Context: an optimization exercise on an open-source flow, tuned for small area. The choices shown serve that exercise and are no tape-out recipe.

==> 03-04 <==
==> flow/design.v (excerpt) <==
module axis_fraction_divider (
    input  wire        aclk,
    input  wire        aclken,
    input  wire        aresetn,
    input  wire        s_axis_divisor_tvalid,
    input  wire [31:0] s_axis_divisor_tdata,
    input  wire [0:0]  s_axis_divisor_tuser,
    input  wire        s_axis_dividend_tvalid,
    input  wire [31:0] s_axis_dividend_tdata,
    input  wire [0:0]  s_axis_dividend_tuser,
    output wire        m_axis_dout_tvalid,
    output wire [47:0] m_axis_dout_tdata,
    output wire [0:0]  m_axis_dout_tuser
);
make LEC_CHECK=0 ABC_AREA=1 CAP_MARGIN=20 CORE_MARGIN=2 CORE_UTILIZATION=70 CTS_BUF_LIST=sky130_fd_sc_hd__clkbuf_16 CTS_CLUSTER_DIAMETER=80 CTS_CLUSTER_SIZE=25 GPL_TIMING_DRIVEN=0 PLACE_DENSITY=0.85 SLEW_MARGIN=20 finish   # period 7.5 ns
run.sh (not shown) runs the stock make flow with config.mk's settings and CLKGATE_MAP_FILE= SYNTH_SCRIPT=/design/flow/synth_recipe.tcl, a recipe that flattens the netlist after the stock synthesis.
==> 12-09: changes against 03-04 <==
--- a/flow/design.v
+++ b/flow/design.v
@@ -93,32 +93,14 @@
 wire c5_p6 = (t5[4] | e5[4]) & c5_p3;
 wire [5:0] ci5 = {c5_g6, c5_g3, c5_g5, c5_g0, (t5[0] | e5[0]), 1'b1};
 wire g5 = c5_g4 & &d_in[31:6];
 wire [5:0] u5 = {6{g5}} & (e5 ^ ci5);
 wire [5:0] r5 = t5[5:0] ^ u5[5:0];
 wire [5:0] q5 = {q4, g5};
-reg [5:0] R_r5;
-reg [31:0] R_d5;
-reg [5:0] R_q5;
-reg R_v5;
-reg [25:0] R_a5;
-always @(posedge aclk) begin
-    if (~aresetn) R_v5 <= 1'b0;
-    else if (aclken) R_v5 <= v_in;
-end
-always @(posedge aclk) begin
-    if (aclken) begin
-        R_r5 <= r5;
-        R_d5 <= d_in;
-        R_q5 <= q5;
-        R_a5 <= a_in[25:0];
-    end
-end
-wire [31:0] A5 = {6'b0, R_a5};
-wire [6:0] t6 = {R_r5, A5[25]};
-wire [6:0] e6 = R_d5[6:0];
+wire [6:0] t6 = {r5, a_in[25]};
+wire [6:0] e6 = d_in[6:0];
 wire c6_g0 = (t6[1] & e6[1]) | ((t6[1] | e6[1]) & (t6[0] | e6[0]));
 wire c6_p0 = (t6[1] | e6[1]) & 1'b0;
 wire c6_g1 = (t6[3] & e6[3]) | ((t6[3] | e6[3]) & (t6[2] & e6[2]));
 wire c6_p1 = (t6[3] | e6[3]) & (t6[2] | e6[2]);
 wire c6_g2 = (t6[5] & e6[5]) | ((t6[5] | e6[5]) & (t6[4] & e6[4]));
 wire c6_p2 = (t6[5] | e6[5]) & (t6[4] | e6[4]);
@@ -130,18 +112,36 @@
 wire c6_p5 = (t6[2] | e6[2]) & c6_p0;
 wire c6_g6 = (t6[4] & e6[4]) | ((t6[4] | e6[4]) & c6_g3);
 wire c6_p6 = (t6[4] | e6[4]) & c6_p3;
 wire c6_g7 = (t6[6] & e6[6]) | ((t6[6] | e6[6]) & c6_g4);
 wire c6_p7 = (t6[6] | e6[6]) & c6_p4;
 wire [6:0] ci6 = {c6_g4, c6_g6, c6_g3, c6_g5, c6_g0, (t6[0] | e6[0]), 1'b1};
-wire g6 = c6_g7 & &R_d5[31:7];
+wire g6 = c6_g7 & &d_in[31:7];
 wire [6:0] u6 = {7{g6}} & (e6 ^ ci6);
 wire [6:0] r6 = t6[6:0] ^ u6[6:0];
-wire [6:0] q6 = {R_q5, g6};
-wire [7:0] t7 = {r6, A5[24]};
-wire [7:0] e7 = R_d5[7:0];
+wire [6:0] q6 = {q5, g6};
+reg [6:0] R_r6;
+reg [31:0] R_d6;
+reg [6:0] R_q6;
+reg R_v6;
+reg [24:0] R_a6;
+always @(posedge aclk) begin
+    if (~aresetn) R_v6 <= 1'b0;
+    else if (aclken) R_v6 <= v_in;
+end
+always @(posedge aclk) begin
+    if (aclken) begin
+        R_r6 <= r6;
+        R_d6 <= d_in;
+        R_q6 <= q6;
+        R_a6 <= a_in[24:0];
+    end
+end
+wire [31:0] A6 = {7'b0, R_a6};
+wire [7:0] t7 = {R_r6, A6[24]};
+wire [7:0] e7 = R_d6[7:0];
 wire c7_g0 = (t7[1] & e7[1]) | ((t7[1] | e7[1]) & (t7[0] | e7[0]));
 wire c7_p0 = (t7[1] | e7[1]) & 1'b0;
 wire c7_g1 = (t7[3] & e7[3]) | ((t7[3] | e7[3]) & (t7[2] & e7[2]));
 wire c7_p1 = (t7[3] | e7[3]) & (t7[2] | e7[2]);
 wire c7_g2 = (t7[5] & e7[5]) | ((t7[5] | e7[5]) & (t7[4] & e7[4]));
 wire c7_p2 = (t7[5] | e7[5]) & (t7[4] | e7[4]);
@@ -159,18 +159,18 @@
 wire c7_p8 = (t7[2] | e7[2]) & c7_p0;
 wire c7_g9 = (t7[4] & e7[4]) | ((t7[4] | e7[4]) & c7_g4);
 wire c7_p9 = (t7[4] | e7[4]) & c7_p4;
 wire c7_g10 = (t7[6] & e7[6]) | ((t7[6] | e7[6]) & c7_g7);
 wire c7_p10 = (t7[6] | e7[6]) & c7_p7;
 wire [7:0] ci7 = {c7_g10, c7_g7, c7_g9, c7_g4, c7_g8, c7_g0, (t7[0] | e7[0]), 1'b1};
-wire g7 = c7_g6 & &R_d5[31:8];
+wire g7 = c7_g6 & &R_d6[31:8];
 wire [7:0] u7 = {8{g7}} & (e7 ^ ci7);
 wire [7:0] r7 = t7[7:0] ^ u7[7:0];
-wire [7:0] q7 = {q6, g7};
-wire [8:0] t8 = {r7, A5[23]};
-wire [8:0] e8 = R_d5[8:0];
+wire [7:0] q7 = {R_q6, g7};
+wire [8:0] t8 = {r7, A6[23]};
+wire [8:0] e8 = R_d6[8:0];
 wire c8_g0 = (t8[1] & e8[1]) | ((t8[1] | e8[1]) & (t8[0] | e8[0]));
 wire c8_p0 = (t8[1] | e8[1]) & 1'b0;
 wire c8_g1 = (t8[3] & e8[3]) | ((t8[3] | e8[3]) & (t8[2] & e8[2]));
 wire c8_p1 = (t8[3] | e8[3]) & (t8[2] | e8[2]);
 wire c8_g2 = (t8[5] & e8[5]) | ((t8[5] | e8[5]) & (t8[4] & e8[4]));
 wire c8_p2 = (t8[5] | e8[5]) & (t8[4] | e8[4]);
@@ -190,18 +190,18 @@
 wire c8_p9 = (t8[4] | e8[4]) & c8_p4;
 wire c8_g10 = (t8[6] & e8[6]) | ((t8[6] | e8[6]) & c8_g7);
 wire c8_p10 = (t8[6] | e8[6]) & c8_p7;
 wire c8_g11 = (t8[8] & e8[8]) | ((t8[8] | e8[8]) & c8_g6);
 wire c8_p11 = (t8[8] | e8[8]) & c8_p6;
 wire [8:0] ci8 = {c8_g6, c8_g10, c8_g7, c8_g9, c8_g4, c8_g8, c8_g0, (t8[0] | e8[0]), 1'b1};
-wire g8 = c8_g11 & &R_d5[31:9];
+wire g8 = c8_g11 & &R_d6[31:9];
 wire [8:0] u8 = {9{g8}} & (e8 ^ ci8);
 wire [8:0] r8 = t8[8:0] ^ u8[8:0];
 wire [8:0] q8 = {q7, g8};
-wire [9:0] t9 = {r8, A5[22]};
-wire [9:0] e9 = R_d5[9:0];
+wire [9:0] t9 = {r8, A6[22]};
+wire [9:0] e9 = R_d6[9:0];
 wire c9_g0 = (t9[1] & e9[1]) | ((t9[1] | e9[1]) & (t9[0] | e9[0]));
 wire c9_p0 = (t9[1] | e9[1]) & 1'b0;
 wire c9_g1 = (t9[3] & e9[3]) | ((t9[3] | e9[3]) & (t9[2] & e9[2]));
 wire c9_p1 = (t9[3] | e9[3]) & (t9[2] | e9[2]);
 wire c9_g2 = (t9[5] & e9[5]) | ((t9[5] | e9[5]) & (t9[4] & e9[4]));
 wire c9_p2 = (t9[5] | e9[5]) & (t9[4] | e9[4]);
@@ -225,18 +225,18 @@
 wire c9_p11 = (t9[4] | e9[4]) & c9_p5;
 wire c9_g12 = (t9[6] & e9[6]) | ((t9[6] | e9[6]) & c9_g8);
 wire c9_p12 = (t9[6] | e9[6]) & c9_p8;
 wire c9_g13 = (t9[8] & e9[8]) | ((t9[8] | e9[8]) & c9_g7);
 wire c9_p13 = (t9[8] | e9[8]) & c9_p7;
 wire [9:0] ci9 = {c9_g13, c9_g7, c9_g12, c9_g8, c9_g11, c9_g5, c9_g10, c9_g0, (t9[0] | e9[0]), 1'b1};
-wire g9 = c9_g9 & &R_d5[31:10];
+wire g9 = c9_g9 & &R_d6[31:10];
 wire [9:0] u9 = {10{g9}} & (e9 ^ ci9);
 wire [9:0] r9 = t9[9:0] ^ u9[9:0];
 wire [9:0] q9 = {q8, g9};
-wire [10:0] t10 = {r9, A5[21]};
-wire [10:0] e10 = R_d5[10:0];
+wire [10:0] t10 = {r9, A6[21]};
+wire [10:0] e10 = R_d6[10:0];
 wire c10_g0 = (t10[1] & e10[1]) | ((t10[1] | e10[1]) & (t10[0] | e10[0]));
 wire c10_p0 = (t10[1] | e10[1]) & 1'b0;
 wire c10_g1 = (t10[3] & e10[3]) | ((t10[3] | e10[3]) & (t10[2] & e10[2]));
 wire c10_p1 = (t10[3] | e10[3]) & (t10[2] | e10[2]);
 wire c10_g2 = (t10[5] & e10[5]) | ((t10[5] | e10[5]) & (t10[4] & e10[4]));
 wire c10_p2 = (t10[5] | e10[5]) & (t10[4] | e10[4]);
@@ -262,18 +262,18 @@
 wire c10_p12 = (t10[6] | e10[6]) & c10_p8;
 wire c10_g13 = (t10[8] & e10[8]) | ((t10[8] | e10[8]) & c10_g7);
 wire c10_p13 = (t10[8] | e10[8]) & c10_p7;
 wire c10_g14 = (t10[10] & e10[10]) | ((t10[10] | e10[10]) & c10_g9);
 wire c10_p14 = (t10[10] | e10[10]) & c10_p9;
 wire [10:0] ci10 = {c10_g9, c10_g13, c10_g7, c10_g12, c10_g8, c10_g11, c10_g5, c10_g10, c10_g0, (t10[0] | e10[0]), 1'b1};
-wire g10 = c10_g14 & &R_d5[31:11];
+wire g10 = c10_g14 & &R_d6[31:11];
 wire [10:0] u10 = {11{g10}} & (e10 ^ ci10);
 wire [10:0] r10 = t10[10:0] ^ u10[10:0];
 wire [10:0] q10 = {q9, g10};
-wire [11:0] t11 = {r10, A5[20]};
-wire [11:0] e11 = R_d5[11:0];
+wire [11:0] t11 = {r10, A6[20]};
+wire [11:0] e11 = R_d6[11:0];
 wire c11_g0 = (t11[1] & e11[1]) | ((t11[1] | e11[1]) & (t11[0] | e11[0]));
 wire c11_p0 = (t11[1] | e11[1]) & 1'b0;
 wire c11_g1 = (t11[3] & e11[3]) | ((t11[3] | e11[3]) & (t11[2] & e11[2]));
 wire c11_p1 = (t11[3] | e11[3]) & (t11[2] | e11[2]);
 wire c11_g2 = (t11[5] & e11[5]) | ((t11[5] | e11[5]) & (t11[4] & e11[4]));
 wire c11_p2 = (t11[5] | e11[5]) & (t11[4] | e11[4]);
@@ -305,31 +305,31 @@
 wire c11_p15 = (t11[6] | e11[6]) & c11_p11;
 wire c11_g16 = (t11[8] & e11[8]) | ((t11[8] | e11[8]) & c11_g9);
 wire c11_p16 = (t11[8] | e11[8]) & c11_p9;
 wire c11_g17 = (t11[10] & e11[10]) | ((t11[10] | e11[10]) & c11_g12);
 wire c11_p17 = (t11[10] | e11[10]) & c11_p12;
 wire [11:0] ci11 = {c11_g17, c11_g12, c11_g16, c11_g9, c11_g15, c11_g11, c11_g14, c11_g6, c11_g13, c11_g0, (t11[0] | e11[0]), 1'b1};
-wire g11 = c11_g10 & &R_d5[31:12];
+wire g11 = c11_g10 & &R_d6[31:12];
 wire [11:0] u11 = {12{g11}} & (e11 ^ ci11);
 wire [11:0] r11 = t11[11:0] ^ u11[11:0];
 wire [11:0] q11 = {q10, g11};
 reg [11:0] R_r11;
 reg [31:0] R_d11;
 reg [11:0] R_q11;
 reg R_v11;
 reg [19:0] R_a11;
 always @(posedge aclk) begin
     if (~aresetn) R_v11 <= 1'b0;
-    else if (aclken) R_v11 <= R_v5;
+    else if (aclken) R_v11 <= R_v6;
 end
 always @(posedge aclk) begin
     if (aclken) begin
         R_r11 <= r11;
-        R_d11 <= R_d5;
+        R_d11 <= R_d6;
         R_q11 <= q11;
-        R_a11 <= A5[19:0];
+        R_a11 <= A6[19:0];
     end
 end
 wire [31:0] A11 = {12'b0, R_a11};
 wire [12:0] t12 = {R_r11, A11[19]};
 wire [12:0] e12 = R_d11[12:0];
 wire c12_g0 = (t12[1] & e12[1]) | ((t12[1] | e12[1]) & (t12[0] | e12[0]));
==> impl_metrics.yaml <==
run_status:
  status: "complete, but fails checks"
  so_faults: "setup timing"
sta:
  finalWorstSetupSlack_ps: -163
  fin_crit_ps: 7660
  setup_viol: 3
worst_setup_path:
  endpoint: "m_axis_dout_tdata[0]"
  r2r_start: "R_d23[26]$_DFFE_PP_"
finish:
  final-clk-cell-share: 0.0253
-- figures above: 12-09

==> impl_metrics.yaml <==
run_status:
  status: "complete, but fails checks"
  so_faults: "setup timing"
finish:
  final-clk-cell-share: 0.0245
worst_setup_path:
  endpoint: "R_r33[7]$_DFFE_PP_"
sta:
  setup_viol: 144
  finalWorstSetupSlack_ps: -1220
  fin_crit_ps: 8720
-- figures above: 03-04

No functional check of the RTL was part of any run of this note.

## port drivers added, routing unchanged
The results above use ideal ports. As a check the final layouts listed here were re-extracted and re-timed, cells and wires unchanged. Step 1 sets driving cells, clkbuf_16 on the clock port and buf_2 on the other inputs (assumed; they add their load-dependent delay and slew). Step 2 times the ports against the registers' clock, not the clock port: input delays grow and output delays shrink by t, the midpoint of the rising clock arrivals with the driver on. a / b / c = ideal / step 1 / step 2; a / b = the first two.
run	t (ns)	setup slack, ns	worst setup path after step 2	latest minus earliest clock arrival (ns)	worst slew at a driven data input, ns
03-04	0.835	-1.224 / -1.224 / -1.224	register to register	0.068 / 0.068	0.10
12-09	0.806	-0.163 / -0.250 / -0.279	input to register	0.044 / 0.045	0.14
The setup slack of 12-09, which loses most, moves by -0.087 ns with the drivers and by -0.116 ns with both steps.
